Background: an optimization exercise with open tools, aiming at small area. Do not read the settings as production practice.
In this exercise RTL edits were held to simulation tests only and were not proved equivalent to the original.
Power figures rest on the tool's default switching activity, not on a simulated workload.

==> flow/design.v <==
`timescale 1ns / 1ps
module baud_rate_gen #(parameter integer BAUD_RATE = 9600 ,
                      parameter integer CLK_FREQ = 50_000_000)(clk,reset,baud_tick);
input wire clk ,reset ;
output reg baud_tick ;
localparam integer BAUD_COUNT = (CLK_FREQ / (BAUD_RATE));
reg [$clog2(BAUD_COUNT) - 1 : 0 ]baud_cntr ;
always @(posedge clk or posedge reset)begin
   if(reset) begin
     baud_cntr  <= 1'b0 ;
     baud_tick <= 1'b0 ;
   end 
   else if(baud_cntr == BAUD_COUNT - 1)begin
     baud_cntr <= 1'b0 ;
     baud_tick <= 1'b1 ;
   end
   else begin
    baud_tick <= 1'b0 ;
    baud_cntr <= baud_cntr + 1 ;
   end
end
endmodule
`timescale 1ns / 1ps
module uart_rx #(parameter integer DATA = 8)(clk,reset,rx_in,rx_data,rx_valid,parity_error);
input wire clk ,reset , rx_in ;
output reg [DATA-1 : 0]rx_data ;
output reg rx_valid ,parity_error ;
wire baud_tick ;
baud_rate_gen tick_generator(.clk(clk), .reset(reset), .baud_tick(baud_tick));
reg [$clog2(DATA) : 0]bit_cnt ;
reg [DATA-1 : 0]shift_register ;
reg [2:0]state ;
reg parity_check ;
localparam integer IDLE = 3'b000 ,
                   START = 3'b001 ,
                   DATA_STATE = 3'b010 ,
                   PARITY_STATE = 3'b100 ,
                   STOP = 3'b101 ;
always @(posedge clk or posedge reset)
begin
     if(reset)begin
        state <= IDLE ;
        parity_error <= 1'b0 ;
        rx_valid <= 1'b0 ;
        bit_cnt <= 0 ;
        shift_register <= 0 ;
     end
     else begin 
          rx_valid <= 1'b0 ;
          case(state)
            IDLE : begin
                     if(rx_in == 1'b0) 
                          state <= START ;
                   end   
            START : begin 
                      if(baud_tick)begin
                        if(rx_in == 1'b0)begin
                           bit_cnt <= 1'b0 ;
                           parity_check <= 1'b0 ;
                           parity_error <= 1'b0 ;
                           state <= DATA_STATE ;
                        end
                        else 
                           state <= IDLE ;
                      end                    
                    end
            DATA_STATE : begin
                           if(baud_tick)begin
                             shift_register <= {rx_in,shift_register[DATA-1 : 1]} ;
                             parity_check <= parity_check ^ rx_in ;
                             if(bit_cnt == DATA-1)begin
                                bit_cnt <= 0 ;
                                state <= PARITY_STATE ;
                             end
                             else begin
                                bit_cnt <= bit_cnt + 1 ;
                             end
                           end
                         end
            PARITY_STATE : begin
                            if(baud_tick)begin
                            state <= STOP ;
                              if(parity_check != rx_in)
                                parity_error <= 1'b1 ;
                            end
                          end 
            STOP : begin
                     if(baud_tick)begin
                       if(rx_in == 1)begin
                          rx_data <= shift_register ;
                          rx_valid <= 1'b1 ;
                       end 
                       state <= IDLE ;
                     end  
                   end       
          endcase
     end
end
endmodule
`timescale 1ns / 1ps
module uart_tx #(parameter integer DATA = 8)(clk,reset,tx_data,tx_start,tx_out,tx_busy);
input wire clk ,reset,tx_start ;
input wire [DATA - 1 : 0 ]tx_data ;
output reg tx_out ,tx_busy ;
wire baud_tick  ;
reg parity_bit ;
reg [$clog2(DATA) : 0 ]bit_cnt  ;
reg [DATA-1:0]shift_register ;
reg [2:0]state    ;
baud_rate_gen tick_generator(.clk(clk), .reset(reset), .baud_tick(baud_tick));
localparam IDLE  =  3'b000  ,
           START =  3'b001  ,
           DATA_STATE  =  3'b010 ,
           PARITY_STATE = 3'b011 ,
           STOP  =  3'b100  ;
always @(posedge clk or posedge reset)
begin
     if(reset)begin
       state <= IDLE   ;
       tx_busy <= 1'b0 ;
       tx_out <= 1'b1  ;
       bit_cnt <= 0    ;
       shift_register <= 0;  
       parity_bit <= 0;  
     end
     else  begin
     if(state == IDLE && tx_start) begin
       tx_busy <= 1'b1 ;
       shift_register <= tx_data ;
       parity_bit <= ^tx_data ;
       bit_cnt <= 0   ;
       state <= START ;
     end
     else if(baud_tick)begin
       case(state)
         IDLE : begin
                tx_out <= 1'b1  ;
                tx_busy <= 1'b0 ;
                end
         START : begin
                   tx_out  <= 1'b0 ;
                   state   <=  DATA_STATE ;
                 end       
        DATA_STATE : begin
                       tx_out <= shift_register[0] ;
                       shift_register <= shift_register >> 1 ;
                       if(bit_cnt == DATA - 1)begin
                         state   <= PARITY_STATE ;
                         bit_cnt <= 1'b0 ;
                       end
                       else begin
                        bit_cnt <= bit_cnt + 1 ;
                       end
                     end
        PARITY_STATE : begin
                       tx_out <= parity_bit ;
                       state  <= STOP ;
                       end
        STOP : begin
                tx_out <= 1'b1  ;
                tx_busy <= 1'b1 ;
                state <= IDLE   ;
               end
       endcase
     end
     end
end
endmodule
`timescale 1ns / 1ps
module digit_lock(
    input clk,
    input reset,
    input [7:0] rx_data,
    input rx_done,
    output reg auth
);
reg [1:0]  count;
reg [31:0] entered;
always @(posedge clk or posedge reset) begin
    if (reset) begin
        auth    <= 0;
        count   <= 0;
        entered <= 0;
    end
    else if (rx_done && auth == 0) begin
        entered <= {entered[23:0], rx_data};
        count   <= count + 1;
        if (count == 3) begin
            if ({entered[23:0], rx_data} == "1416")
                auth <= 1;
            count <= 0;
        end
    end
end
endmodule
`timescale 1ns / 1ps
module alu #(parameter integer WIDTH = 8)(a,b,alu_sel,result,           
                                          carry,zero,overflow,
                                          remainder,quotient,
                                          div_by_zero );     
input wire [WIDTH-1 : 0]a,b ;
input wire [3 : 0 ]alu_sel ;
output reg [WIDTH-1 : 0]result ;
output reg [WIDTH-1 : 0]remainder ;
output reg [WIDTH-1 : 0]quotient ;
output reg div_by_zero ;
output reg carry,overflow ;
output wire zero ;
reg [WIDTH : 0 ]temp_storage ;
localparam integer MULTIPLE_TEMP_WIDTH = 2 * WIDTH ;
reg [MULTIPLE_TEMP_WIDTH-1 : 0]temp_multiple_storage ;
always @(*)begin
  result = 0 ;
  carry = 0 ;
  overflow = 0 ;
  temp_storage = 0 ;
  remainder = 0 ;
  quotient = 0 ;
  div_by_zero = 0;
  temp_multiple_storage = 0 ;
  case(alu_sel)
    4'b0000 : begin  
             temp_storage = a+b ;
             result = temp_storage[WIDTH-1 : 0] ;
             carry = temp_storage[WIDTH] ;
             overflow = carry ;
             end
    4'b0001 : begin  
             temp_storage = a-b ;
             result = temp_storage[WIDTH-1 : 0]; 
             carry = temp_storage[WIDTH] ;
             overflow = ~carry ;
             end
    4'b0010 : begin  
             temp_multiple_storage = a*b ;
             result = temp_multiple_storage[WIDTH-1 : 0] ;
             overflow = | temp_multiple_storage[MULTIPLE_TEMP_WIDTH-1 : WIDTH];
             end
    4'b0011 : begin  
             if (b == 0) begin
               div_by_zero = 1;
             end
             else begin
               quotient  = a / b ;
               remainder = a % b ;
             end
             end
    4'b0100 : result = a & b ;  
    4'b0101 : result = a | b ;  
    4'b0110 : result = a ^ b ;  
    4'b0111 : result = ~a ;  
    4'b1000 : result = a << 1 ;  
    4'b1001 : result = a >> 1 ;  
    default : result = 0 ;
  endcase
end
assign zero = (result == 0 ) ;
endmodule
`timescale 1ns / 1ps
module top_module_project(clk, reset,rx_in, tx_out,auth_out,tx_busy_out);
input  wire clk         ;
input  wire reset       ;
input  wire rx_in       ;
output wire tx_out      ;
output wire auth_out    ;     
output wire tx_busy_out ;
    wire [7:0] rx_data;
    wire rx_valid;
    wire parity_error;
    wire auth;
    reg  [7:0] alu_a, alu_b;
    reg  [3:0] alu_sel;
    wire [7:0] alu_result;
    wire carry, zero, overflow;
    wire [7:0] remainder, quotient;
    wire div_by_zero;
    reg  [7:0] tx_data;
    reg  tx_start;
    wire tx_busy;
    reg [2:0] state;
localparam WAIT_PASS = 3'd0,
           GET_A     = 3'd1,
           GET_B     = 3'd2,
           GET_OP    = 3'd3,
           SEND_RES  = 3'd4;
    uart_rx uart_rx_inst (
        .clk(clk),
        .reset(reset),
        .rx_in(rx_in),
        .rx_data(rx_data),
        .rx_valid(rx_valid),
        .parity_error(parity_error)
    );
    digit_lock lock_inst (
        .clk(clk),
        .reset(reset),
        .rx_data(rx_data),
        .rx_done(rx_valid),
        .auth(auth)
    );
    alu alu_inst (
        .a(alu_a),
        .b(alu_b),
        .alu_sel(alu_sel),
        .result(alu_result),
        .carry(carry),
        .zero(zero),
        .overflow(overflow),
        .remainder(remainder),
        .quotient(quotient),
        .div_by_zero(div_by_zero)
    );
    uart_tx uart_tx_inst (
        .clk(clk),
        .reset(reset),
        .tx_data(tx_data),
        .tx_start(tx_start),
        .tx_out(tx_out),
        .tx_busy(tx_busy)
    );
    always @(posedge clk or posedge reset) begin
        if (reset) begin
            state <= WAIT_PASS;
            alu_a <= 0;
            alu_b <= 0;
            alu_sel <= 0;
            tx_data <= 0;
            tx_start <= 0;
        end else begin
            tx_start <= 0;  
            case (state)
                WAIT_PASS: begin
                    if (auth)
                        state <= GET_A;
                end
                GET_A: begin
                    if (rx_valid) begin
                        alu_a <= rx_data;
                        state <= GET_B;
                    end
                end
                GET_B: begin
                    if (rx_valid) begin
                        alu_b <= rx_data;
                        state <= GET_OP;
                    end
                end
                GET_OP: begin
                    if (rx_valid) begin
                        alu_sel <= rx_data[3:0];
                        state <= SEND_RES;
                    end
                end
                SEND_RES: begin
                    if (!tx_busy) begin
                        tx_data <= alu_result;
                        tx_start <= 1;
                        state <= GET_A;   
                    end
                end
            endcase
        end
    end
    assign auth_out    = auth;
    assign tx_busy_out = tx_busy;
endmodule
==> flow/run.sh <==
#!/bin/bash
# synth_recipe.tcl (not shown) runs the flow's synth.tcl, then flattens the netlist and writes it again
# the make line also repeats each setting of config.mk as NAME=value (left out here)
make -C /OpenROAD-flow-scripts/flow DESIGN_CONFIG=/design/flow/config.mk WORK_HOME=/design/flow/orfs CLKGATE_MAP_FILE= SYNTH_SCRIPT=/design/flow/synth_recipe.tcl finish
==> flow/config.mk <==
export PLATFORM = sky130hd
export DESIGN_NAME = top_module_project
export DESIGN_NICKNAME = top_module_project
export VERILOG_FILES = /design/flow/design.v
export SDC_FILE = /design/flow/constraint.sdc
export NUM_CORES = 4
export LEC_CHECK = 0
export CAP_MARGIN = 20
export CORE_MARGIN = 2
export CORE_UTILIZATION = 40
export SLEW_MARGIN = 20
==> flow/constraint.sdc <==
create_clock -name core_clock -period 6.0 [get_ports {clk}]
set_input_delay 1.2000 -clock core_clock [delete_from_list [all_inputs] [get_ports {clk}]]
set_output_delay 1.2000 -clock core_clock [all_outputs]
set_load 0.01 [all_outputs]
==> reports/results.ini, run 1 <==
[grt]
antenna_found_initial = 0
grt_usage_pct = 17.17
grt_max_degree = 78
grt_pass1_wl_um = 26930
grt_overflow = 0
grt_pass1_vias = 5351

[sta]
hold_viol_final = 0
hold-worst-slack_ns = 0.4470
relSlewSlack_pct = 27.83
timing.setup.tns_ns = 0
maxSlewViolCount = 0
period_share_pct = 68.36
rsz0062_at_grt = no
timing_worst_slew_pin_value_ns = 1.074
max_freq_mhz = 243.8
min_period_ns = 4.101
skew_ns = 0.009859
setup_viol_count_final = 0

[clock_network]
clkTransAtPathRegs_ns = 0.07
holdBufCountCts = 0
cts_root_buf = clkbuf_16
clk_path_buf_depth = 2
cts_buffers = 17
cts_tree = built
clock-sinks = 129
post_cts_resized = 0
insertion_delay_ns = 0.43
postCtsSetupBuffers = 0
htree_num_levels = 4

[setup_path]
critPathLaunchType = flip-flop
critPathTopFamily = adder cells
critical_path.cell_chain = clkinv_1 -> nor2_1 -> ha_1 -> fa_1 -> ha_1 -> inv_1 -> fa_1 -> inv_1 -> fa_1 -> a21o_1 -> a21oi_1 -> xnor2_1 -> xnor2_1 -> a221oi_2 -> a21oi_1
setup.worst_path.start = alu_a[0]
cp_slowest_cell = fa_1
cp.depth = 15
r2r-start = alu_a[0]
setup.worst_path.end_class = flip-flop
cp_max_fo = 9
cp_num_buf_inv = 3
path_common_cell = fa_1
critPathArrivalTime_ns = 4.39
slowest_delay_ns = 0.52
cp.required_ns = 6.28
path_class = reg -> reg
reg2regPathDepth = 15

[logic_synthesis]
avgSynthCellArea_um2 = 10.15
yosysSeqAreaShare_pct = 43.78
ys_dominant_reg_cell = dfrtp_1
ys_ff_latch = 129
synth_edf_count = 8
syn-num-nets = 797
syn_inst = 736
yosysWarnings = 6
synthArstFlopShare_pct = 93.80
netlist_area_um2 = 7468
synth_cell_types = 59

[power_and_ir_drop]
leakagePower_nw = 3.705
total_power_mw = 1.975
p_per_area_nw_per_um2 = 236.9
irDropWorstVdd_uv = 203.0

[worst_hold_path]
min_from = uart_rx_inst.shift_register[0]
worstHoldPathType = reg -> reg
whs_path_depth = 0

[finish]
final_net_count = 802
fin_area_um2 = 8338
drive_above_1_share_pct = 12.33
synthToLayoutAreaGrowth_pct = 11.64
antenna_cells = 0

[die]
dieHeight_um = 140.6
die-area_um2 = 19780
die_w_um = 140.6
start_util_pct = 41.15
rows = 49
coreArea_um2 = 18150
pin_count = 6

[drt]
route.met3.wl_um = 519
drt_iter0_drc = 401
ant_nets = 0
post_drt_wl_per_cell_um = 16.25
dr_wl_met2_um = 7590
top_layer = met4
drt_wl_total_um = 15970
met1Wirelength_um = 7611
drtPass1Iterations = 5
drc = 0
viasPerCell = 5.357
via_count = 5266

[placement]
hpwl_um = 11580
port_buffers = 5
gp_congestion = 0.9122
placed_area_um2 = 7717

[job]
drv_cap = 0

[status]
status = finished clean

## worst reg2reg max path, cell delays in order, from the launching register on
cell	delay (ns)
dfrtp_1	0.46
clkinv_1	0.31
nor2_1	0.21
ha_1	0.20
fa_1	0.40
ha_1	0.29
inv_1	0.05
fa_1	0.52
inv_1	0.06
fa_1	0.47
a21o_1	0.19
a21oi_1	0.19
xnor2_1	0.16
xnor2_1	0.12
a221oi_2	0.26
a21oi_1	0.07
## logic make-up after synthesis
logic type      synth area share, %
simple gates                  15.16
buf+inv                       4.507
fa+ha+maj                     11.02
mux                           8.846
flops                         43.78
xor+xnor                      7.154
compound gates                9.533
## state kept, by name, indices dropped and copies added (netlist names), 4 cells and up
name	count
uart_rx_inst.tick_generator.baud_cntr	13
lock_inst.entered	24
alu_a	8
alu_sel	4
alu_b	8
uart_rx_inst.shift_register	8
uart_tx_inst.bit_cnt	4
uart_tx_inst.shift_register	8
uart_rx_inst.rx_data	8
uart_rx_inst.bit_cnt	4
uart_tx_inst.tick_generator.baud_cntr	13
tx_data	8
## final timing paths
path / end / slack, ns
worst max-delay path: tx_data[7] / 1.90
worst min-delay path: uart_rx_inst.rx_data[0] / 0.45
worst max register to register: tx_data[7] / 1.90
worst min register to register: uart_rx_inst.rx_data[0] / 0.45
max in group asynchronous: alu_a[2] / 3.51
min in group asynchronous: uart_rx_inst.shift_register[6] / 1.38
## final cells by class
cell class | instances | area (µm²)
flip-flops and latches | 129 | 3269
repair buffers | 11 | 95.09
fillers | 1686 | 9809
clock inverters | 13 | 167.7
multi-input cells | 530 | 3869
well taps | 229 | 286.5
inverters | 52 | 197.7
clock buffers | 19 | 452.9
## per-stage QoR
stage	worst slack, ns	util (%)	std cells
floorplan	1.587	-	736
global placement	2.009	42.53	951
detailed placement	1.906	42.53	951
CTS	1.906	45.95	983
global route	1.611	45.95	983
finish	1.899	45.95	983
## synth_stat cells, drive strengths merged (3+ instances only)
cell type	n	area [µm²]
nor2b	7	46.30
a221o	3	30.03
xnor2	41	359.1
o21ai	48	244.0
mux2i	21	210.2
inv	50	187.7
a22o	3	26.28
nand4	5	31.28
xor2	20	175.2
nor4bb	4	40.04
nor2	72	270.3
nand3b	3	22.52
buf	11	88.83
a21oi	30	150.1
nor3b	5	37.54
and3	3	18.77
nand2	79	299.0
edfxtp	8	240.2
nand3	20	100.1
nand2b	11	76.32
nor4	6	58.80
nor3	10	60.06
clkbuf	14	52.55
fa	13	260.3
dfrtp	120	3003
o31ai	3	22.52
nor4b	4	35.03
a21o	6	45.04
a31oi	4	25.02
ha	45	563.0
mux2	40	450.4
o22ai	5	31.28
## layout by cell type, fill, tap and decap left out, drive strengths merged, types with 21 or more instances in the layout
cell and instances:
a21oi 30, dfrtp 120, ha 45, inv 57, mux2 40, mux2i 21, nand2 79, nor2 72
o21ai 48, xnor2 41
## power breakdown
group          internal, mW  switching [mW]
Sequential            0.877               0
Clock                 0.651           0.430
Combinational       0.00188          0.0162
Total                  1.53           0.446
## routing by layer
layer / vias to the layer above / GRT usage, %
met4: 0 / 5.895
met1: 2621 / 23.36
met3: 20 / 2.751
li1: 2541 / -
met2: 84 / 28.09
met5: - / 0
==> run 2: changes to the inputs <==
==> flow/design.v (replaced) <==
`timescale 1ns / 1ps
module top_module_project(clk, reset, rx_in, tx_out, auth_out, tx_busy_out);
input  wire clk;
input  wire reset;
input  wire rx_in;
output wire tx_out;
output wire auth_out;
output wire tx_busy_out;
    reg [12:0] n;
    wire tick = n[12] & n[10] & n[6] & n[4] & n[3];
    always @(posedge clk or posedge reset)
        if (reset) n <= 13'd0;
        else       n <= tick ? 13'd1 : n + 13'd1;
    localparam R_PAR = 4'b1000, R_STOP = 4'b1001, R_VALID = 4'b1010,
               R_IDLE = 4'b1011, R_START = 4'b1111;
    reg [3:0] rs;
    wire rx_valid = (rs == R_VALID);
    wire rx_bit   = tick & ~rs[3];           
    always @(posedge clk or posedge reset)
        if (reset) rs <= R_IDLE;
        else case (rs)
            R_IDLE, R_VALID: rs <= rx_in ? R_IDLE : R_START;
            R_START: if (tick) rs <= rx_in ? R_IDLE : 4'b0000;
            R_STOP:  if (tick) rs <= rx_in ? R_VALID : R_IDLE;
            default: if (tick) rs <= rs + 4'd1;
        endcase
    reg        auth;
    reg  [1:0] cnt;
    reg        m;                            
    reg  [7:0] A, r;
    reg  [3:0] op;
    wire [7:0] ch = (cnt == 2'd1) ? 8'h34 : (cnt == 2'd3) ? 8'h36 : 8'h31;
    wire       eq = (A == ch);
    localparam T_PAR = 4'b1000, T_TAIL = 4'b1001, T_IDLE = 4'b1010,
               T_START = 4'b1110, T_SB = 4'b1111;
    reg [3:0] ts;
    wire pending = (ts == T_START);
    wire trig    = auth & (cnt == 2'd3) & n[0];    
    always @(posedge clk or posedge reset)
        if (reset) begin
            auth <= 1'b0;
            cnt  <= 2'd0;
        end else begin
            if (rx_valid | trig) cnt <= cnt + 2'd1;
            if (rx_valid & ~auth & (cnt == 2'd3)) auth <= m & eq;
        end
    always @(posedge clk)
        if (rx_valid & ~auth)
            m <= eq & ((cnt == 2'd0) | m);
    wire       win  = pending & (n[12:8] == 5'd0);
    wire       proc = win & n[7] & ~n[3];
    wire [2:0] j    = n[2:0];
    wire [2:0] s    = n[6:4];
    wire       at_i = (j == ~s);
    wire       lastp = (s == 3'd7);
    wire       a = A[0];
    wire       b = r[0];
    reg        c, f;
    wire       mul = (op == 4'd2);
    wire       sub = (op == 4'd1);
    wire       y   = a & (f | ~mul);
    wire       ys  = y ^ sub;
    wire       fa_s = b ^ y ^ c;
    wire       fa_c = (ys & b) | (ys & c) | (b & c);
    reg        out, c_n;
    always @* begin
        out = 1'b0;
        c_n = 1'b0;
        if (mul) begin
            out = at_i ? (a & b) : fa_s;
            c_n = at_i ? 1'b0 : fa_c;
        end else if (!lastp) begin
            out = b;
        end else case (op)
            4'd0, 4'd1: begin out = fa_s; c_n = fa_c; end
            4'd4: out = a & b;
            4'd5: out = a | b;
            4'd6: out = a ^ b;
            4'd7: out = ~a;
            4'd8: begin out = c; c_n = a; end
            4'd9: out = (j != 3'd7) & A[1];
            default: out = 1'b0;
        endcase
    end
    always @(posedge clk) begin
        c <= proc & (j != 3'd7) & c_n;
        f <= proc & (j != 3'd7) & (at_i ? b : f);
    end
    wire a_rx  = rx_bit & (~auth | (cnt == 2'd0));
    wire a_rot = trig | proc | (win & (n[3:0] == 4'd8));
    always @(posedge clk)
        if (a_rx | a_rot) A <= {a_rot ? A[0] : rx_in, A[7:1]};
    wire tx_sh = tick & ~ts[3] & (ts[2:0] != 3'd7);
    wire r_rx  = rx_bit & auth & (cnt == 2'd1);
    always @(posedge clk)
        if (proc | tx_sh | r_rx) r <= {proc ? out : rx_in, r[7:1]};
    always @(posedge clk)
        if (rx_bit & auth & (cnt == 2'd2) & ~rs[2]) op <= {rx_in, op[3:1]};
    reg p;
    always @(posedge clk or posedge reset)
        if (reset)                   ts <= T_IDLE;
        else if (trig)               ts <= T_START;
        else if (tick & (ts != T_IDLE)) ts <= ts + 4'd1;
    always @(posedge clk)
        if (tick) p <= (ts == T_SB) ? 1'b0 : ts[3] ? p : (p ^ r[0]);
    assign tx_out      = (ts == T_SB) ? 1'b0 : ~ts[3] ? r[0] : (ts == T_PAR) ? p : 1'b1;
    assign tx_busy_out = (ts != T_IDLE);
    assign auth_out    = auth;
endmodule
--- a/flow/config.mk
+++ b/flow/config.mk
@@ -10,2 +10,4 @@
 export CORE_UTILIZATION = 40
+export CTS_CLUSTER_DIAMETER = 300
+export CTS_CLUSTER_SIZE = 60
 export SLEW_MARGIN = 20
==> run 2 against run 1 <==
  * Setup slack gained 0.96 ns
  * Sequential share of layout area grew 6.9 points
  * Largest cell class is now flip-flops and latches
  * First-iteration DRC count shrank 79%
  * Fmax up 31%
  * Synthesized cell count shrank 66%
  * Critical endpoint is now tx_busy_out
  * Cell area is 66% lower
==> reports/results.ini, run 2 <==
[clock_network]
htree_num_levels = 2  ; was 4
insertion_delay_ns = 0.29  ; was 0.43 ns
clock-sinks = 48  ; was 129
clk_path_buf_depth = 2  ; unchanged
holdBufCountCts = 0  ; unchanged
cts_root_buf = clkbuf_8  ; was clkbuf_16
cts_buffers = 5  ; was 17
cts_tree = built  ; unchanged
postCtsSetupBuffers = 0  ; unchanged
clkTransAtPathRegs_ns = 0.08  ; was 0.07 ns
post_cts_resized = 0  ; unchanged

[die]
die_w_um = 84.82  ; was 140.6 µm
dieHeight_um = 84.82  ; was 140.6 µm
start_util_pct = 41.14  ; was 41.15%
rows = 29  ; was 49
die-area_um2 = 7194  ; was 19,780 µm²
coreArea_um2 = 6350  ; was 18,150 µm²
pin_count = 6  ; unchanged

[drt]
post_drt_wl_per_cell_um = 14.13  ; was 16.25 µm
drt_wl_total_um = 4721  ; was 15,970 µm
viasPerCell = 5.350  ; was 5.357
drc = 0  ; unchanged
ant_nets = 0  ; unchanged
drt_iter0_drc = 83  ; was 401
drtPass1Iterations = 4  ; was 5
via_count = 1787  ; was 5,266

[finish]
reg_top3 = n: 13 flops, A: 8 flops, r: 8 flops  ; was lock_inst.entered: 24 flops, uart_rx_inst.tick_generator.baud_cntr: 13 flops, uart_tx_inst.tick_generator.baud_cntr: 13 flops
instances_no_fill = 334  ; was 983
ff_latch_area_um2 = 1308  ; was 3269 µm²
drive_above_1_share_pct = 7.782  ; was 12.33%
final_net_count = 275  ; was 802
largest_register = n  ; was lock_inst.entered
synthToLayoutAreaGrowth_pct = 8.621  ; was 11.64%
multi_input_area_um2 = 1200  ; was 3869 µm²
layout_common_cells = 22 x edfxtp_1, 22 x nor2_1, 19 x inv_1, 19 x dfrtp_1, 18 x nand2_1  ; was 120 x dfrtp_1, 78 x nand2_1, 72 x nor2_1
antenna_cells = 0  ; unchanged
fillers = 583  ; was 1,686
largest_register_ffs = 13  ; was 24

[logic_synthesis]
avgSynthCellArea_um2 = 10.45  ; was 10.15 µm²
synth_edf_count = 22  ; was 8
syn_inst = 250  ; was 736
ys_ff_latch = 48  ; was 129
synth_cell_types = 52  ; was 59
yosysSeqAreaShare_pct = 50.05  ; was 43.78%
yosysTopAreaCell = edfxtp_1  ; was dfrtp_1
netlist_area_um2 = 2613  ; was 7468 µm²
synth_commonest_cells = 22 x edfxtp_1, 22 x nor2_1, 19 x dfrtp_1, 19 x inv_1, 18 x nand2_1  ; was 120 x dfrtp_1, 78 x nand2_1, 72 x nor2_1
ys_dominant_reg_cell = edfxtp_1  ; was dfrtp_1
synth_top_cell_area_share_pct = 25.29  ; was 40.21%
synth.area.top_cells = edfxtp_1 25%, dfrtp_1 18%, ha_1 7.7%, dfstp_2 5.0%, xnor2_1 3.7%  ; was dfrtp_1 40%, ha_1 7.5%, mux2_2 6.0%, xnor2_1 4.8%, nand2_1 3.9%
syn-num-nets = 269  ; was 797
synthArstFlopShare_pct = 50.00  ; was 93.80%
yosysWarnings = 1  ; was 6

[sta]
min_period_ns = 3.138  ; was 4.101 ns
setup_viol_count_final = 0  ; unchanged
hold-worst-slack_ns = 0.4247  ; was 0.4470 ns
rsz0062_at_grt = no  ; unchanged
hold_viol_final = 0  ; unchanged
period_share_pct = 52.31  ; was 68.36%
maxSlewViolCount = 0  ; unchanged
relSlewSlack_pct = 25.95  ; was 27.83%
timing_worst_slew_pin_value_ns = 1.099  ; was 1.074 ns
skew_ns = 0.003177  ; was 0.009859 ns
timing.setup.tns_ns = 0  ; unchanged
max_freq_mhz = 318.6  ; was 243.8 MHz

[setup_path]
rrSetupSlack_ns = 3.71  ; was 1.90 ns
setup.worst_path.end_class = output port  ; was flip-flop
cp.required_ns = 4.80  ; was 6.28 ns
cp_max_fo = 5  ; was 9
path_class = reg -> out  ; was reg -> reg
critPathArrivalTime_ns = 1.94  ; was 4.39 ns
critPathLaunchType = flip-flop  ; unchanged

[power_and_ir_drop]
irDropWorstVdd_uv = 119.8  ; was 203.0 µV
leakagePower_nw = 1.172  ; was 3.705 nW
p_per_area_nw_per_um2 = 187.8  ; was 236.9 nW/µm²

[job]
drv_cap = 0  ; unchanged

[worst_hold_path]
worstHoldPathType = reg -> reg  ; unchanged

[grt]
grt_max_degree = 25  ; was 78
antenna_found_initial = 0  ; unchanged
grt_usage_pct = 14.66  ; was 17.17%
grt_pass1_vias = 1775  ; was 5,351
grt_pass1_wl_um = 8507  ; was 26,930 µm
grt_overflow = 0  ; unchanged

[status]
status = finished clean  ; unchanged

[placement]
hpwl_um = 3428  ; was 11,580 µm
placed_cells = 325  ; was 951
port_buffers = 5  ; unchanged
gp_congestion = 0.7533  ; was 0.9122

[run 2: cell count changes after synthesis, moves of 14 or more]
| cell | delta |
|---|---|
| o21ai_1 | -21 |
| nor2_1 | -50 |
| inv_1 | -29 |
| dfrtp_1 | -101 |
| mux2_2 | -40 |
| a21oi_1 | -21 |
| mux2i_1 | -18 |
| edfxtp_1 | +14 |
| nand2_1 | -60 |
| xnor2_1 | -30 |
| ha_1 | -29 |
[run 2: per-layer routing]
layer  track usage, %  part of all wire, %
met2            22.48                   45
met3            3.405                  3.0
met4            4.329                  1.2
met5                0                    0
met1            20.89                   50
[run 2: cell families (layout without fill, tap and decap cells)]
logic type / after synthesis / after routing / synth area share [%]
multiplexers: 4 / 4 / 2.011
AO/OA/AOI/OAI: 50 / 50 / 12.31
adder cells (fa/ha/maj): 17 / 17 / 8.046
flip-flops: 48 / 48 / 50.05
buffers and inverters: 27 / 34 / 4.023
AND/OR/NAND/NOR: 85 / 85 / 17.19
XOR/XNOR: 19 / 19 / 6.370
[run 2: final cells by class]
class / count / share of cell area (%)
Multi-Input combinational cell: 175 / 42.28
Clock inverter: 1 / 0.1764
Inverter: 20 / 2.646
Timing Repair Buffer: 6 / 2.734
Sequential cell: 48 / 46.08
Tap cell: 77 / 3.395
Clock buffer: 7 / 2.690
[run 2: worst max-delay path: stages, from the launching register on]
cell and delay (ns):
dfstp_2 0.58, ha_1 0.15, nand2_1 0.11, or2_2 0.32, clkdlybuf4s50_1 0.48
[run 2: report_power, final]
part	leakage, nW	switching (mW)	internal, mW	total, mW
clock	0.0422	0.101	0.0819	0.183
combinational	0.621	0.00507	0.00361	0.00868
sequential	0.509	0	0.342	0.342
total	1.17	0.106	0.427	0.533
[run 2: through the flow]
step	total power [mW]	utilization, %	worst slack [ns]	instance area [µm²]
final	0.5329	44.69	2.862	2838
after detailed placement	0.3553	42.98	3.197	2729
after floorplan	0.3518	-	3.635	2613
after global placement	0.3552	42.98	3.232	2729
after global routing	0.5551	44.69	2.759	2838
after CTS	0.5388	44.26	2.850	2810
[run 2: path summary, 6_finish.rpt]
kind,cells after the start,endpoint,startpoint
worst max register to register,4,A[3],n[10]
min in group asynchronous,2,n[10],reset
worst min register to register,0,r[6],r[7]
worst max-delay path,4,tx_busy_out,ts[1]
max in group asynchronous,3,ts[3],reset
worst min-delay path,0,r[6],r[7]
==> run 3: changes to the inputs <==
--- a/flow/config.mk
+++ b/flow/config.mk
@@ -10,4 +10,2 @@
 export CORE_UTILIZATION = 40
-export CTS_CLUSTER_DIAMETER = 300
-export CTS_CLUSTER_SIZE = 60
 export SLEW_MARGIN = 20
==> run 3 against run 2 <==
  * Still clean
  * Clock skew is the same
  * Routed wire length is the same
  * Power is the same
  * Setup slack is the same
  * Sequential share of layout area is the same
  * Critical path type unchanged
  * Largest cell class unchanged
  * Largest power group unchanged
  * Highest routed layer unchanged
==> reports/results.ini, run 3 <==
[setup_path]
critPathArrivalTime_ns = 1.94  ; about the same
path_class = reg -> out  ; unchanged
cp.depth = 4  ; unchanged
worst_r2r_endpoint = A[3]  ; unchanged
cp.required_ns = 4.80  ; about the same
slowest_delay_ns = 0.58  ; about the same
critPathLaunchType = flip-flop  ; unchanged
rrSetupSlack_ns = 3.71  ; about the same
reg2regPathDepth = 4  ; unchanged
setup.worst_path.start = ts[1]  ; unchanged
critPathTopFamily = flip-flops  ; unchanged
cp_slowest_cell = dfstp_2  ; unchanged
endpoint = tx_busy_out  ; unchanged
cp_num_buf_inv = 1  ; unchanged
setup.worst_path.end_class = output port  ; unchanged
r2r-start = n[10]  ; unchanged
critical_path.cell_chain = ha_1 -> nand2_1 -> or2_2 -> clkdlybuf4s50_1  ; unchanged
cp_max_fo = 5  ; unchanged

[logic_synthesis]
ys_ff_latch = 48  ; unchanged
yosysWarnings = 1  ; unchanged
synthArstFlopShare_pct = 50.00  ; unchanged
synth_edf_count = 22  ; unchanged
synth_top_family_by_area = simple AND/OR/NAND/NOR gates  ; unchanged
synth_commonest_cells = 22 x edfxtp_1, 22 x nor2_1, 19 x dfrtp_1, 19 x inv_1, 18 x nand2_1  ; unchanged
avgSynthCellArea_um2 = 10.45  ; unchanged
ys_dominant_reg_cell = edfxtp_1  ; unchanged
yosys.area_share.simple_pct = 17.19  ; unchanged
synth.mux.area_fraction_pct = 2.011  ; unchanged
yosysSeqAreaShare_pct = 50.05  ; unchanged
synth_fa_ha_area_share_pct = 8.046  ; unchanged
netlist_area_um2 = 2613  ; unchanged
yosysTopAreaCell = edfxtp_1  ; unchanged
synth_top_cell_area_share_pct = 25.29  ; unchanged
syn_inst = 250  ; unchanged
synth-compound-area-share_pct = 12.31  ; unchanged
syn-num-nets = 269  ; unchanged
synth.area.top_cells = edfxtp_1 25%, dfrtp_1 18%, ha_1 7.7%, dfstp_2 5.0%, xnor2_1 3.7%  ; unchanged
synth_cell_types = 52  ; unchanged
synth-xor-area-share_pct = 6.370  ; unchanged

[drt]
viasPerCell = 5.350  ; unchanged
ant_nets = 0  ; unchanged
via_count = 1787  ; unchanged
drt_wl_total_um = 4721  ; unchanged
post_drt_wl_per_cell_um = 14.13  ; unchanged
drt_iter0_drc = 83  ; unchanged
drtPass1Iterations = 4  ; unchanged
drc = 0  ; unchanged

[grt]
antenna_found_initial = 0  ; unchanged
grt_max_degree = 25  ; unchanged
grt_usage_pct = 14.66  ; unchanged
grt_overflow = 0  ; unchanged
grt_pass1_vias = 1775  ; unchanged
grt_pass1_wl_um = 8507  ; unchanged

[sta]
timing_worst_slew_pin_value_ns = 1.099  ; unchanged
timing.setup.tns_ns = 0  ; unchanged
skew_ns = 0.003177  ; unchanged
max_freq_mhz = 318.6  ; unchanged
setup_viol_count_final = 0  ; unchanged
period_share_pct = 52.31  ; unchanged
min_period_ns = 3.138  ; unchanged
maxSlewViolCount = 0  ; unchanged
rsz0062_at_grt = no  ; unchanged
hold_viol_final = 0  ; unchanged
relSlewSlack_pct = 25.95  ; unchanged

[finish]
synthToLayoutAreaGrowth_pct = 8.621  ; unchanged
largest_register_ffs = 13  ; unchanged
final_util_pct = 44.69  ; unchanged
drive_above_1_share_pct = 7.782  ; unchanged
final_net_count = 275  ; unchanged
fillers = 583  ; unchanged
largest_register = n  ; unchanged
layout_common_cells = 22 x edfxtp_1, 22 x nor2_1, 19 x inv_1, 19 x dfrtp_1, 18 x nand2_1  ; unchanged
antenna_cells = 0  ; unchanged
reg_top3 = n: 13 flops, A: 8 flops, r: 8 flops  ; unchanged
fin_area_um2 = 2838  ; unchanged

[placement]
gp_congestion = 0.7533  ; unchanged
placed_area_um2 = 2729  ; unchanged
hpwl_um = 3428  ; unchanged
port_buffers = 5  ; unchanged

[die]
rows = 29  ; unchanged
dieHeight_um = 84.82  ; unchanged
die_w_um = 84.82  ; unchanged
start_util_pct = 41.14  ; unchanged
die-area_um2 = 7194  ; unchanged
coreArea_um2 = 6350  ; unchanged
pin_count = 6  ; unchanged

[clock_network]
cts_buffers = 5  ; unchanged
cts_root_buf = clkbuf_8  ; unchanged
cts_tree = built  ; unchanged
clkTransAtPathRegs_ns = 0.08  ; about the same
holdBufCountCts = 0  ; unchanged
insertion_delay_ns = 0.29  ; about the same
htree_num_levels = 2  ; unchanged
clock-sinks = 48  ; unchanged
postCtsSetupBuffers = 0  ; unchanged
clk_path_buf_depth = 2  ; unchanged
post_cts_resized = 0  ; unchanged

[job]
drv_cap = 0  ; unchanged

[power_and_ir_drop]
internal-power_mw = 0.4271  ; unchanged
power.switching_mw = 0.1058  ; unchanged
p_comb_share_pct = 1.6  ; about the same
irDropWorstVdd_uv = 119.8  ; unchanged
switching_share_pct = 19.85  ; unchanged
p_per_area_nw_per_um2 = 187.8  ; unchanged
leakagePower_nw = 1.172  ; unchanged
power.share.sequential_pct = 64.1  ; about the same
clkPwrFrac_pct = 34.3  ; about the same

[status]
status = finished clean  ; unchanged

[worst_hold_path]
worstHoldPathType = reg -> reg  ; unchanged

## run 3: worst min path at each step
stage	depth (start not counted)	start	to
final	0	r[7]	r[6]
after global routing	0	r[7]	r[6]
after floorplan	0	r[1]	r[0]
after CTS	0	r[7]	r[6]
after global placement	0	r[5]	r[4]
after detailed placement	0	r[7]	r[6]
## run 3: area by class of cell
class | count | area, µm² | area share [%]
Sequential cell | 48 | 1308 | 46.08
Multi-Input combinational cell | 175 | 1200 | 42.28
Tap cell | 77 | 96.34 | 3.395
Timing Repair Buffer | 6 | 77.57 | 2.734
Clock buffer | 7 | 76.32 | 2.690
Inverter | 20 | 75.07 | 2.646
Clock inverter | 1 | 5.005 | 0.1764
## run 3: cells by family (layout without fill, tap and decap cells)
| group | count (synthesis) | in the layout |
|---|---|---|
| buf+inv | 27 | 34 |
| xor+xnor | 19 | 19 |
| compound gates | 50 | 50 |
| simple gates | 85 | 85 |
| mux | 4 | 4 |
| fa+ha+maj | 17 | 17 |
| flops | 48 | 48 |
## run 3: per-layer routing
metal	track usage (%)	wire length, µm
met4	4.329	58
met2	22.48	2138
met1	20.89	2381
met5	0	0
met3	3.405	143
## run 3: stage by stage
step	hold WS [ns]	setup WS [ns]	cells	power, mW
2_1_floorplan	0.4003	3.635	250	0.3518
5_1_grt	0.4293	2.759	334	0.5551
3_5_place_dp	0.4066	3.197	325	0.3553
6_report	0.4247	2.862	334	0.5329
4_1_cts	0.4267	2.850	333	0.5388
3_3_place_gp	0.4054	3.232	325	0.3552
## run 3: power groups by stage
stage	Sequential (mW)	Combinational, mW	Clock (mW)
after detailed placement	0.348	0.00682	0
after global placement	0.348	0.00676	0
final	0.342	0.00868	0.183
after global routing	0.342	0.00985	0.204
after floorplan	0.348	0.00336	0
after CTS	0.342	0.00681	0.190
==> run 4: changes to the inputs <==
--- a/flow/config.mk
+++ b/flow/config.mk
@@ -7,5 +7,7 @@
 export LEC_CHECK = 0
-export CAP_MARGIN = 20
+export CAP_MARGIN = 0
 export CORE_MARGIN = 2
-export CORE_UTILIZATION = 40
-export SLEW_MARGIN = 20
+export CORE_UTILIZATION = 70
+export CTS_CLUSTER_DIAMETER = 300
+export CTS_CLUSTER_SIZE = 60
+export SLEW_MARGIN = 0
==> run 4 against run 3 <==
  * Core utilization is 32 points higher
  * Die area shrank 41%
  * Routed wire length up 6.9%
  * Largest cell class unchanged
  * Still clean on timing, DRC and antenna
  * Area after synthesis stayed put
  * Cell area down 1.3%
  * Cell count decreased by 9.0%
==> reports/results.ini, run 4 <==
[status]
status = finished clean  ; unchanged

[logic_synthesis]
synth_edf_count = 22  ; unchanged
ys_dominant_reg_cell = edfxtp_1  ; unchanged
synth-compound-area-share_pct = 12.31  ; unchanged
syn_inst = 250  ; unchanged
synth.mux.area_fraction_pct = 2.011  ; unchanged
synth_cell_types = 52  ; unchanged
synth_fa_ha_area_share_pct = 8.046  ; unchanged
netlist_area_um2 = 2613  ; unchanged
synth-xor-area-share_pct = 6.370  ; unchanged
yosysWarnings = 1  ; unchanged
yosys.area_share.simple_pct = 17.19  ; unchanged
synth_top_cell_area_share_pct = 25.29  ; unchanged
synth.area.top_cells = edfxtp_1 25%, dfrtp_1 18%, ha_1 7.7%, dfstp_2 5.0%, xnor2_1 3.7%  ; unchanged
avgSynthCellArea_um2 = 10.45  ; unchanged
ys_ff_latch = 48  ; unchanged
synth_commonest_cells = 22 x edfxtp_1, 22 x nor2_1, 19 x dfrtp_1, 19 x inv_1, 18 x nand2_1  ; unchanged
synthArstFlopShare_pct = 50.00  ; unchanged
yosysSeqAreaShare_pct = 50.05  ; unchanged
synth_top_family_by_area = simple AND/OR/NAND/NOR gates  ; unchanged
syn-num-nets = 269  ; unchanged
yosysTopAreaCell = edfxtp_1  ; unchanged

[grt]
grt_overflow = 0  ; unchanged
antenna_found_initial = 0  ; unchanged
grt_pass1_wl_um = 8549  ; was 8507 µm
grt_pass1_vias = 1849  ; was 1,775
grt_usage_pct = 26.88  ; was 14.66%
grt_max_degree = 25  ; unchanged

[clock_network]
insertion_delay_ns = 0.31  ; was 0.29 ns
post_cts_resized = 0  ; unchanged
postCtsSetupBuffers = 0  ; unchanged
clock-sinks = 48  ; unchanged
cts_root_buf = clkbuf_8  ; unchanged
cts_buffers = 5  ; unchanged
htree_num_levels = 2  ; unchanged
clk_path_buf_depth = 2  ; unchanged
clkTransAtPathRegs_ns = 0.08  ; about the same
cts_tree = built  ; unchanged
holdBufCountCts = 0  ; unchanged

[die]
rows = 22  ; was 29
coreArea_um2 = 3633  ; was 6350 µm²
pin_count = 6  ; unchanged
start_util_pct = 71.90  ; was 41.14%
die_w_um = 65.09  ; was 84.82 µm
die-area_um2 = 4237  ; was 7194 µm²
dieHeight_um = 65.09  ; was 84.82 µm

[placement]
place_ws_ns = 3.210  ; was 3.197 ns
port_buffers = 5  ; unchanged
hpwl_um = 3486  ; was 3428 µm
placed_area_um2 = 2693  ; was 2729 µm²
gp_congestion = 0.9081  ; was 0.7533

[setup_path]
critical_path.cell_chain = ha_1 -> nand2_1 -> or2_2 -> clkdlybuf4s50_1  ; unchanged
endpoint = tx_busy_out  ; unchanged
worst_r2r_endpoint = A[0]  ; was A[3]
setup.worst_path.end_class = output port  ; unchanged
cp.depth = 4  ; unchanged
critPathLaunchType = flip-flop  ; unchanged
r2r-start = n[3]  ; was n[10]
slowest_delay_ns = 0.57  ; was 0.58 ns
rrSetupSlack_ns = 3.66  ; was 3.71 ns
critPathArrivalTime_ns = 1.93  ; was 1.94 ns
cp_num_buf_inv = 1  ; unchanged
cp.required_ns = 4.80  ; about the same
cp_slowest_cell = dfstp_2  ; unchanged
critPathTopFamily = flip-flops  ; unchanged
path_class = reg -> out  ; unchanged
cp_max_fo = 5  ; unchanged
reg2regPathDepth = 3  ; was 4
setup.worst_path.start = ts[1]  ; unchanged

[sta]
worst_slack_ns = 2.869  ; was 2.862 ns
rsz0062_at_grt = no  ; unchanged
timing.setup.tns_ns = 0  ; unchanged
timing_worst_slew_pin_value_ns = 1.117  ; was 1.099 ns
relSlewSlack_pct = 24.73  ; was 25.95%
maxSlewViolCount = 0  ; unchanged
period_share_pct = 52.18  ; was 52.31%
hold-worst-slack_ns = 0.4307  ; was 0.4247 ns
min_period_ns = 3.131  ; was 3.138 ns
max_freq_mhz = 319.4  ; was 318.6 MHz
skew_ns = 0.006945  ; was 0.003177 ns
setup_viol_count_final = 0  ; unchanged
hold_viol_final = 0  ; unchanged

[finish]
reg_top3 = n: 13 flops, A: 8 flops, r: 8 flops  ; unchanged
largest_register_ffs = 13  ; unchanged
fin_area_um2 = 2800  ; was 2838 µm²
largest_register = n  ; unchanged
antenna_cells = 0  ; unchanged
final_net_count = 274  ; was 275
synthToLayoutAreaGrowth_pct = 7.184  ; was 8.621%
layout_common_cells = 22 x edfxtp_1, 22 x nor2_1, 19 x inv_1, 19 x dfrtp_1, 18 x nand2_1  ; unchanged
drive_above_1_share_pct = 7.813  ; was 7.782%

[power_and_ir_drop]
leakagePower_nw = 1.172  ; about the same
p_per_area_nw_per_um2 = 206.8  ; was 187.8 nW/µm²
irDropWorstVdd_uv = 241.9  ; was 119.8 µV

[drt]
ant_nets = 0  ; unchanged
drt_wl_total_um = 5047  ; was 4721 µm
post_drt_wl_per_cell_um = 16.60  ; was 14.13 µm
drt_iter0_drc = 254  ; was 83
viasPerCell = 6.141  ; was 5.350
drc = 0  ; unchanged
drtPass1Iterations = 4  ; unchanged
via_count = 1867  ; was 1,787

[job]
drv_cap = 0  ; unchanged

[worst_hold_path]
worstHoldPathType = reg -> reg  ; unchanged

run 4: cell counts after synthesis:
Identical to the previous run, type by type.
run 4: kinds of logic after synthesis:
group | count (synthesis)
muxes | 4
and+or+nand+nor | 85
AOI/OAI and AO/OA | 50
xor gates and xnor gates | 19
DFF | 48
adders and majority gates | 17
buffers and inverters | 27
run 4: power breakdown:
group	switching, mW	internal [mW]	leakage, nW
sequential	0	0.342	0.509
combinational	0.00444	0.00180	0.607
clock	0.108	0.124	0.0552
run 4: worst reg2reg max path: cells and delay by family (launching register included):
kind / cells / cell delay, ns
compound gates: 1 / 0.97
flops: 1 / 0.48
simple gates: 2 / 0.51
run 4: worst min-delay path by stage:
stage	start	to	slack [ns]	depth (start not counted)
2_1_floorplan	r[1]	r[0]	0.40	0
3_3_place_gp	r[5]	r[4]	0.41	0
3_5_place_dp	r[6]	r[5]	0.41	0
4_1_cts	r[6]	r[5]	0.43	0
5_1_grt	r[6]	r[5]	0.44	0
6_report	r[5]	r[4]	0.43	0
run 4: cell type report:
cell class              instances  area [µm²]
well taps                      48       60.06
inverters                      20       75.07
fillers                       246       833.3
repair buffers                  5       50.05
flip-flops and latches         48        1308
clock inverters                 2       35.03
multi-input cells             175        1200
clock buffers                   6       72.57
run 4: routing by layer:
metal | wire length (µm) | vias up | track usage [%]
li1 | - | 902 | -
met1 | 2257 | 890 | 33.96
met2 | 2437 | 61 | 43.94
met3 | 228 | 14 | 5.993
met4 | 123 | 0 | 13.54
met5 | 0 | - | 0
run 4: per-stage QoR:
stage	total power, mW	util, %	std cells
floorplan	0.3518	-	250
global placement	0.3546	74.10	296
detailed placement	0.3549	74.10	296
CTS	0.5786	77.07	304
global route	0.5915	77.07	304
finish	0.5790	77.07	304
==> run 5: changes to the inputs <==
--- a/flow/design.v
+++ b/flow/design.v
@@ -30,3 +30,4 @@
     reg  [7:0] A, r;
-    reg  [3:0] op;
+    reg        o2, o3;                       
+    reg        p;                            
     wire [7:0] ch = (cnt == 2'd1) ? 8'h34 : (cnt == 2'd3) ? 8'h36 : 8'h31;
@@ -46,2 +47,3 @@
         end
+    wire op_sh = rx_bit & auth & (cnt == 2'd2) & ~rs[2];
     always @(posedge clk)
@@ -49,2 +51,4 @@
             m <= eq & ((cnt == 2'd0) | m);
+        else if (op_sh)
+            m <= p;
     wire       win  = pending & (n[12:8] == 5'd0);
@@ -58,2 +62,3 @@
     reg        c, f;
+    wire [3:0] op  = {o3, o2, p, m};
     wire       mul = (op == 4'd2);
@@ -97,4 +102,3 @@
     always @(posedge clk)
-        if (rx_bit & auth & (cnt == 2'd2) & ~rs[2]) op <= {rx_in, op[3:1]};
-    reg p;
+        if (op_sh) {o3, o2} <= {rx_in, o3};
     always @(posedge clk or posedge reset)
@@ -104,3 +108,4 @@
     always @(posedge clk)
-        if (tick) p <= (ts == T_SB) ? 1'b0 : ts[3] ? p : (p ^ r[0]);
+        if (op_sh) p <= o2;
+        else if (tick) p <= (ts == T_SB) ? 1'b0 : ts[3] ? p : (p ^ r[0]);
     assign tx_out      = (ts == T_SB) ? 1'b0 : ~ts[3] ? r[0] : (ts == T_PAR) ? p : 1'b1;
--- a/flow/config.mk
+++ b/flow/config.mk
@@ -7,7 +7,5 @@
 export LEC_CHECK = 0
-export CAP_MARGIN = 0
+export CAP_MARGIN = 20
 export CORE_MARGIN = 2
-export CORE_UTILIZATION = 70
-export CTS_CLUSTER_DIAMETER = 300
-export CTS_CLUSTER_SIZE = 60
-export SLEW_MARGIN = 0
+export CORE_UTILIZATION = 40
+export SLEW_MARGIN = 20
==> run 5 against run 4 <==
  * Still clean on timing, DRC and antenna
  * Clock skew up 0.0049 ns
  * Clock-buffer cell count unchanged
  * Fmax up 0.20%
  * Critical path type unchanged
  * Largest cell class unchanged
  * Largest power group unchanged
==> reports/results.ini, run 5 <==
[status]
status = finished clean  ; unchanged

[placement]
hpwl_um = 3309  ; was 3486 µm
port_buffers = 5  ; unchanged
place_ws_ns = 3.228  ; was 3.210 ns
placed_cells = 317  ; was 296
gp_congestion = 0.8077  ; was 0.9081

[setup_path]
setup.worst_path.start = ts[0]  ; was ts[1]
rrSetupSlack_ns = 3.74  ; was 3.66 ns
cp_max_fo = 4  ; was 5
critPathLaunchType = flip-flop  ; unchanged
cp.required_ns = 4.80  ; about the same
critPathArrivalTime_ns = 1.92  ; was 1.93 ns
reg2regPathDepth = 3  ; unchanged
setup.worst_path.end_class = output port  ; unchanged
endpoint = tx_out  ; was tx_busy_out
r2r-start = n[10]  ; was n[3]
path_class = reg -> out  ; unchanged
worst_r2r_endpoint = r[5]  ; was A[0]

[clock_network]
clkTransAtPathRegs_ns = 0.08  ; about the same
cts_tree = built  ; unchanged
cts_buffers = 5  ; unchanged
post_cts_resized = 0  ; unchanged
clk_path_buf_depth = 2  ; unchanged
holdBufCountCts = 0  ; unchanged
insertion_delay_ns = 0.30  ; was 0.31 ns
htree_num_levels = 2  ; unchanged
postCtsSetupBuffers = 0  ; unchanged
cts_root_buf = clkbuf_8  ; unchanged
clock-sinks = 46  ; was 48

[logic_synthesis]
avgSynthCellArea_um2 = 10.50  ; was 10.45 µm²
yosysTopAreaCell = edfxtp_1  ; unchanged
synth.area.top_cells = edfxtp_1 23%, dfrtp_1 19%, ha_1 7.8%, dfstp_2 5.1%, xnor2_1 4.1%  ; was edfxtp_1 25%, dfrtp_1 18%, ha_1 7.7%, dfstp_2 5.0%, xnor2_1 3.7%
synth_commonest_cells = 20 x edfxtp_1, 19 x dfrtp_1, 18 x nand2_1  ; was 22 x edfxtp_1, 22 x nor2_1, 19 x dfrtp_1, 19 x inv_1, 18 x nand2_1
netlist_area_um2 = 2561  ; was 2613 µm²
syn-num-nets = 263  ; was 269
ys_ff_latch = 46  ; was 48
synthMostInstantiatedCell = edfxtp_1
syn_inst = 244  ; was 250
synth_top_cell_area_share_pct = 23.45  ; was 25.29%
yosysWarnings = 1  ; unchanged
synth_edf_count = 20  ; was 22
synthArstFlopShare_pct = 52.17  ; was 50.00%
ys_dominant_reg_cell = edfxtp_1  ; unchanged
yosysSeqAreaShare_pct = 48.71  ; was 50.05%
synth_cell_types = 52  ; unchanged

[sta]
rsz0062_at_grt = no  ; unchanged
min_period_ns = 3.124  ; was 3.131 ns
max_freq_mhz = 320.1  ; was 319.4 MHz
period_share_pct = 52.07  ; was 52.18%
setup_viol_count_final = 0  ; unchanged
worst_slack_ns = 2.876  ; was 2.869 ns
relSlewSlack_pct = 48.70  ; was 24.73%
hold_viol_final = 0  ; unchanged
skew_ns = 0.01186  ; was 0.006945 ns
timing_worst_slew_pin_value_ns = 0.7630  ; was 1.117 ns
timing.setup.tns_ns = 0  ; unchanged
maxSlewViolCount = 0  ; unchanged

[worst_hold_path]
worstHoldPathType = reg -> reg  ; unchanged
whs_path_depth = 0  ; unchanged

[grt]
grt_pass1_vias = 1656  ; was 1,849
grt_max_degree = 25  ; unchanged
antenna_found_initial = 0  ; unchanged
grt_usage_pct = 14.31  ; was 26.88%
grt_overflow = 0  ; unchanged
grt_pass1_wl_um = 8128  ; was 8549 µm

[finish]
drive_above_1_share_pct = 8.434  ; was 7.813%
reg_top3 = n: 13 flops, A: 8 flops, r: 8 flops  ; unchanged
synthToLayoutAreaGrowth_pct = 8.256  ; was 7.184%
instances_no_fill = 326  ; was 304
final_net_count = 267  ; was 274
final_util_pct = 44.17  ; was 77.07%
fillers = 596  ; was 246
final_common_cell = edfxtp_1
antenna_cells = 0  ; unchanged
largest_register = n  ; unchanged
largest_register_ffs = 13  ; unchanged
layout_common_cells = 20 x edfxtp_1, 19 x dfrtp_1, 18 x nand2_1  ; was 22 x edfxtp_1, 22 x nor2_1, 19 x inv_1, 19 x dfrtp_1, 18 x nand2_1

[drt]
drtPass1Iterations = 4  ; unchanged
post_drt_wl_per_cell_um = 14.29  ; was 16.60 µm
drc = 0  ; unchanged
via_count = 1760  ; was 1,867
drt_iter0_drc = 82  ; was 254
drt_wl_total_um = 4657  ; was 5047 µm
viasPerCell = 5.399  ; was 6.141
ant_nets = 0  ; unchanged

[power_and_ir_drop]
switching_share_pct = 20.17  ; was 19.33%
irDropWorstVdd_uv = 86.23  ; was 241.9 µV
leakagePower_nw = 1.122  ; was 1.172 nW
clkPwrFrac_pct = 34.9  ; was 39.9%
p_comb_share_pct = 1.5  ; was 1.1%
power.share.sequential_pct = 63.6  ; was 59.0%
internal-power_mw = 0.4095  ; was 0.4671 mW
power.switching_mw = 0.1035  ; was 0.1120 mW
p_per_area_nw_per_um2 = 185.0  ; was 206.8 nW/µm²

[die]
start_util_pct = 40.80  ; was 71.90%
rows = 29  ; was 22
die-area_um2 = 7059  ; was 4237 µm²
dieHeight_um = 84.02  ; was 65.09 µm
pin_count = 6  ; unchanged
die_w_um = 84.02  ; was 65.09 µm
coreArea_um2 = 6277  ; was 3633 µm²

[job]
drv_cap = 0  ; unchanged

[run 5: kinds of logic (layout without fill, tap and decap cells)]
kind of cell	Yosys count	in the layout	synth area share (%)
multiplexers	9	9	3.664
buffers and inverters	26	31	3.908
AO/OA/AOI/OAI	49	49	12.21
adder cells (fa/ha/maj)	16	16	7.816
AND/OR/NAND/NOR	78	78	16.85
flip-flops	46	46	48.71
XOR/XNOR	20	20	6.839
[run 5: through the flow]
stage	cell area [µm²]	total power, mW	hold slack, ns
2_1_floorplan	2561	0.3366	0.4003
3_3_place_gp	2671	0.3397	0.4030
3_5_place_dp	2676	0.3399	0.4059
4_1_cts	2758	0.5204	0.4250
5_1_grt	2773	0.5341	0.4307
6_report	2773	0.5129	0.4226
[run 5: layout make-up]
class / instances / area, µm² / share of cell area (%)
tap: 77 / 96.34 / 3.475
clock inverter: 2 / 8.758 / 0.3159
clock buffer: 6 / 72.57 / 2.617
sequential: 46 / 1247 / 44.99
timing repair buffer: 6 / 65.06 / 2.347
multi-input combinational: 172 / 1219 / 43.95
inverter: 17 / 63.81 / 2.301
[run 5: worst max-delay path, stage by stage, from the launching register on]
cell,delay [ns]
dfrtp_1,0.42
inv_1,0.10
ha_1,0.14
inv_1,0.03
o311ai_0,0.28
o21ai_0,0.15
clkdlybuf4s50_1,0.51
[run 5: worst min-delay path by stage]
stage | start | end | slack (ns)
2_1_floorplan | r[1] | r[0] | 0.40
3_3_place_gp | r[7] | r[6] | 0.40
3_5_place_dp | r[3] | r[2] | 0.41
4_1_cts | r[5] | r[4] | 0.43
5_1_grt | r[7] | r[6] | 0.43
6_report | r[5] | r[4] | 0.42
[run 5: power by group through the flow]
| stage | logic, mW | clock network [mW] | registers [mW] |
|---|---|---|---|
| CTS | 0.00687 | 0.187 | 0.326 |
| detailed placement | 0.00685 | 0 | 0.333 |
| floorplan | 0.00351 | 0 | 0.333 |
| global route | 0.00893 | 0.199 | 0.326 |
| global placement | 0.00671 | 0 | 0.333 |
| finish | 0.00754 | 0.179 | 0.326 |
[run 5: routing by layer]
layer / vias to the layer above / wire length, µm / track usage, %
met5: - / 0 / 0
met4: 0 / 46 / 4.985
met3: 5 / 109 / 3.066
met2: 23 / 2131 / 21.43
met1: 845 / 2369 / 20.51
li1: 887 / - / -
==> run 6: changes to the inputs <==
==> flow/flow/run.sh (new file) <==
#!/bin/bash
# The standard layout (standard.sh), with an area-oriented synthesis mapping:
# ABC runs flow/abc_area.script, and adders are left to ABC instead of being
# mapped to half/full-adder cells first. Registers and their names are unchanged.
set -euo pipefail
W=$(pwd)
rm -rf "$W/scripts_area"
cp -r "$FLOW_HOME/scripts" "$W/scripts_area"
cp "$W/flow/abc_area.script" "$W/scripts_area/abc_area.script"
SCRIPTS_DIR="$W/scripts_area" ABC_AREA=1 ADDER_MAP_FILE= bash standard.sh synth > synth.log 2>&1
bash standard.sh > layout.log 2>&1
==> flow/flow/abc_area.script (new file) <==
strash
&get -n
&fraig -x
&put
scorr
dc2
strash
&get -n
&dch -f
&nf -a
&put
==> flow/standard.sh (new file) <==
#!/bin/bash
# synth_recipe.tcl (not shown) runs the flow's synth.tcl, then flattens the netlist and writes it again
# the make line also repeats each setting of config.mk as NAME=value (left out here)
make -C /OpenROAD-flow-scripts/flow DESIGN_CONFIG=/design/flow/config.mk WORK_HOME=/design/flow/orfs CLKGATE_MAP_FILE= SYNTH_SCRIPT=/design/flow/synth_recipe.tcl "${@:-finish}"
removed: flow/run.sh
==> run 6 against run 5 <==
  * Routed wire length fell by 5.4%
  * Highest routed layer unchanged
  * Critical path type unchanged
  * Sequential cell count did not move
  * Sequential power about the same
  * Combinational power down 24%
  * Still clean
==> reports/results.ini, run 6 <==
[status]
status = finished clean  ; unchanged

[clock_network]
clkTransAtPathRegs_ns = 0.08  ; about the same
postCtsSetupBuffers = 0  ; unchanged
cts_root_buf = clkbuf_8  ; unchanged
htree_num_levels = 2  ; unchanged
insertion_delay_ns = 0.30  ; about the same
cts_buffers = 5  ; unchanged
post_cts_resized = 0  ; unchanged
clock-sinks = 46  ; unchanged
clk_path_buf_depth = 2  ; unchanged
holdBufCountCts = 0  ; unchanged
cts_tree = built  ; unchanged

[logic_synthesis]
netlist_area_um2 = 2170  ; was 2561 µm²
synth_fa_ha_area_share_pct = 0  ; was 7.816%
yosysWarnings = 1  ; unchanged
avgSynthCellArea_um2 = 10.38  ; was 10.50 µm²
synth-compound-area-share_pct = 15.22  ; was 12.21%
yosysTopAreaCell = edfxtp_1  ; unchanged
yosys.area_share.simple_pct = 21.80  ; was 16.85%
ys_dominant_reg_cell = edfxtp_1  ; unchanged
synth_top_family_by_area = simple AND/OR/NAND/NOR gates  ; unchanged
syn_inst = 209  ; was 244
synth_top_cell_area_share_pct = 27.68  ; was 23.45%
synth.area.top_cells = edfxtp_1 28%, dfrtp_1 22%, dfstp_2 6.1%, a21oi_1 4.4%, o21ai_0 4.4%  ; was edfxtp_1 23%, dfrtp_1 19%, ha_1 7.8%, dfstp_2 5.1%, xnor2_1 4.1%
synth_edf_count = 20  ; unchanged
synthArstFlopShare_pct = 52.17  ; unchanged
ys_ff_latch = 46  ; unchanged
synth-xor-area-share_pct = 3.633  ; was 6.839%
synth.mux.area_fraction_pct = 0.4614  ; was 3.664%
synth_cell_types = 38  ; was 52
yosysSeqAreaShare_pct = 57.50  ; was 48.71%
synth_commonest_cells = 20 x edfxtp_1, 20 x nor2_1, 19 x a21oi_1, 19 x dfrtp_1, 19 x o21ai_0  ; was 20 x edfxtp_1, 19 x dfrtp_1, 18 x nand2_1
syn-num-nets = 212  ; was 263

[finish]
final_util_pct = 46.76  ; was 44.17%
largest_register = n  ; unchanged
largest_register_ffs = 13  ; unchanged
fin_area_um2 = 2419  ; was 2773 µm²
instances_no_fill = 292  ; was 326
synthToLayoutAreaGrowth_pct = 11.48  ; was 8.256%
drive_above_1_share_pct = 5.405  ; was 8.434%
reg_top3 = n: 13 flops, A: 8 flops, r: 8 flops  ; unchanged
layout_common_cells = 20 x edfxtp_1, 20 x nor2_1, 19 x a21oi_1, 19 x o21ai_0, 19 x dfrtp_1  ; was 20 x edfxtp_1, 19 x dfrtp_1, 18 x nand2_1
antenna_cells = 0  ; unchanged
fillers = 496  ; was 596
final_net_count = 224  ; was 267

[sta]
skew_ns = 0.007871  ; was 0.01186 ns
setup_viol_count_final = 0  ; unchanged
timing_worst_slew_pin_value_ns = 0.8569  ; was 0.7630 ns
relSlewSlack_pct = 42.52  ; was 48.70%
worst_slack_ns = 3.084  ; was 2.876 ns
hold-worst-slack_ns = 0.4291  ; was 0.4226 ns
min_period_ns = 2.916  ; was 3.124 ns
maxSlewViolCount = 0  ; unchanged
max_freq_mhz = 342.9  ; was 320.1 MHz
period_share_pct = 48.60  ; was 52.07%
rsz0062_at_grt = no  ; unchanged
timing.setup.tns_ns = 0  ; unchanged
hold_viol_final = 0  ; unchanged

[grt]
antenna_found_initial = 0  ; unchanged
grt_pass1_wl_um = 7521  ; was 8128 µm
grt_max_degree = 25  ; unchanged
grt_usage_pct = 16.01  ; was 14.31%
grt_overflow = 0  ; unchanged
grt_pass1_vias = 1523  ; was 1,656

[drt]
drt_iter0_drc = 52  ; was 82
ant_nets = 0  ; unchanged
via_count = 1605  ; was 1,760
drt_wl_total_um = 4406  ; was 4657 µm
post_drt_wl_per_cell_um = 15.09  ; was 14.29 µm
drc = 0  ; unchanged
viasPerCell = 5.497  ; was 5.399
drtPass1Iterations = 4  ; unchanged

[setup_path]
critPathArrivalTime_ns = 1.72  ; was 1.92 ns
critical_path.cell_chain = nand3_1 -> nand2_1 -> o22ai_1 -> clkdlybuf4s50_1  ; was inv_1 -> ha_1 -> inv_1 -> o311ai_0 -> o21ai_0 -> clkdlybuf4s50_1
cp_num_buf_inv = 1  ; was 3
path_class = reg -> out  ; unchanged
slowest_delay_ns = 0.57  ; was 0.51 ns
cp_max_fo = 6  ; was 4
critPathLaunchType = flip-flop  ; unchanged
cp_slowest_cell = dfstp_2  ; was clkdlybuf4s50_1
critPathTopFamily = flip-flops  ; was buffers and inverters
setup.worst_path.end_class = output port  ; unchanged
cp.required_ns = 4.80  ; about the same

[die]
dieHeight_um = 77.65  ; was 84.02 µm
coreArea_um2 = 5172  ; was 6277 µm²
die-area_um2 = 6029  ; was 7059 µm²
start_util_pct = 41.94  ; was 40.80%
rows = 26  ; was 29
pin_count = 6  ; unchanged
die_w_um = 77.65  ; was 84.02 µm

[placement]
place_ws_ns = 3.414  ; was 3.228 ns
placed_cells = 284  ; was 317
gp_congestion = 0.7853  ; was 0.8077
placed_area_um2 = 2307  ; was 2676 µm²
port_buffers = 5  ; unchanged
hpwl_um = 3071  ; was 3309 µm

[power_and_ir_drop]
p_per_area_nw_per_um2 = 229.7  ; was 185.0 nW/µm²
total_power_mw = 0.5556  ; was 0.5129 mW
leakagePower_nw = 0.9436  ; was 1.122 nW
irDropWorstVdd_uv = 96.60  ; was 86.23 µV

[job]
drv_cap = 0  ; unchanged

[worst_hold_path]
worstHoldPathType = reg -> reg  ; unchanged

run 6: cell count changes in the layout (fill, tap and decap cells not counted), moves of 6 or more:
cell      change
inv_1        -17
ha_1         -16
xnor2_1       -8
a21oi_1      +13
and3_1        +6
and2_0        +6
clkinv_1      +7
run 6: worst register-to-register path, delay by kind of cell (launching register included):
| kind | cells | cell delay, ns |
|---|---|---|
| XOR/XNOR | 1 | 0.12 |
| flip-flops | 1 | 0.54 |
| AND/OR/NAND/NOR | 2 | 0.79 |
| AO/OA/AOI/OAI | 3 | 0.56 |
run 6: cell type report:
class | instances | area [µm²] | area share (%)
clock buffer | 8 | 111.4 | 4.604
multi-input combinational | 155 | 892.1 | 36.89
timing repair buffer | 5 | 50.05 | 2.069
sequential | 46 | 1247 | 51.58
tap | 70 | 87.58 | 3.621
inverter | 8 | 30.03 | 1.242
run 6: final timing paths:
path                       cells after the start  slack [ns]  startpoint      to
setup / recovery                               4        3.08       ts[1]  tx_out
hold / removal                                 0        0.43        r[4]    r[3]
setup reg to reg                               6        3.72           m    r[7]
hold reg to reg                                0        0.43        r[4]    r[3]
max in group asynchronous                      2        4.33       reset   rs[2]
min in group asynchronous                      2        1.27       reset  cnt[0]
run 6: power by group:
part / switching (mW) / internal, mW
logic: 0.00423 / 0.00150
registers: 0 / 0.326
clock network: 0.104 / 0.119
run 6: per-layer routing:
| metal | GRT usage, % | up-vias | share of wire [%] | wire length [µm] |
|---|---|---|---|---|
| li1 | - | 806 | - | - |
| met1 | 23.02 | 776 | 52 | 2302 |
| met2 | 23.36 | 14 | 43 | 1915 |
| met3 | 3.256 | 9 | 2.0 | 89 |
| met4 | 6.964 | 0 | 2.2 | 98 |
| met5 | 0 | - | 0 | 0 |
run 6: cell families (layout without fill, tap and decap cells):
kind of cell / after synthesis / in the layout
xor+xnor: 9 / 9
compound gates: 56 / 56
mux: 1 / 1
buf+inv: 8 / 21
simple gates: 89 / 89
flops: 46 / 46

## static timing again, ports no longer ideal
The results above use ideal ports. As a check the final layouts listed here were re-extracted and re-timed, cells and wires unchanged. Step 1 (the two cells are an assumption about what drives the block):
set clk [get_ports {clk}]
set_driving_cell -lib_cell sky130_fd_sc_hd__clkbuf_16 $clk
set_driving_cell -lib_cell sky130_fd_sc_hd__buf_2 [delete_from_list [all_inputs] $clk]
Step 2 times the ports against the registers' clock, not the clock port: input delays grow and output delays shrink by t, the midpoint of the rising clock arrivals with the driver on. Three values: ideal ports, drivers, drivers and shift; two values: the first two.
| run | t (ns) | slack for setup (ns) | worst hold slack (ns) | slew at the worst register clock pin (ns) | worst data-port slew with drivers (ns) |
|---|---|---|---|---|---|
| run 1 | 0.461 | 1.899 / 1.899 / 1.899 | 0.447 / 0.447 / 0.447 | 0.07 / 0.07 | 0.03 |
| run 2 | 0.320 | 2.862 / 2.832 / 3.152 | 0.425 / 0.425 / 0.425 | 0.08 / 0.08 | 0.03 |
| run 3 | 0.320 | 2.862 / 2.832 / 3.152 | 0.425 / 0.425 / 0.425 | 0.08 / 0.08 | 0.03 |
| run 4 | 0.331 | 2.869 / 2.843 / 3.173 | 0.431 / 0.431 / 0.431 | 0.09 / 0.09 | 0.03 |
| run 5 | 0.320 | 2.876 / 2.846 / 3.166 | 0.423 / 0.423 / 0.423 | 0.09 / 0.09 | 0.03 |
| run 6 | 0.321 | 3.084 / 3.059 / 3.380 | 0.429 / 0.429 / 0.429 | 0.09 / 0.09 | 0.03 |
After both steps setup and hold are still met in every run listed.
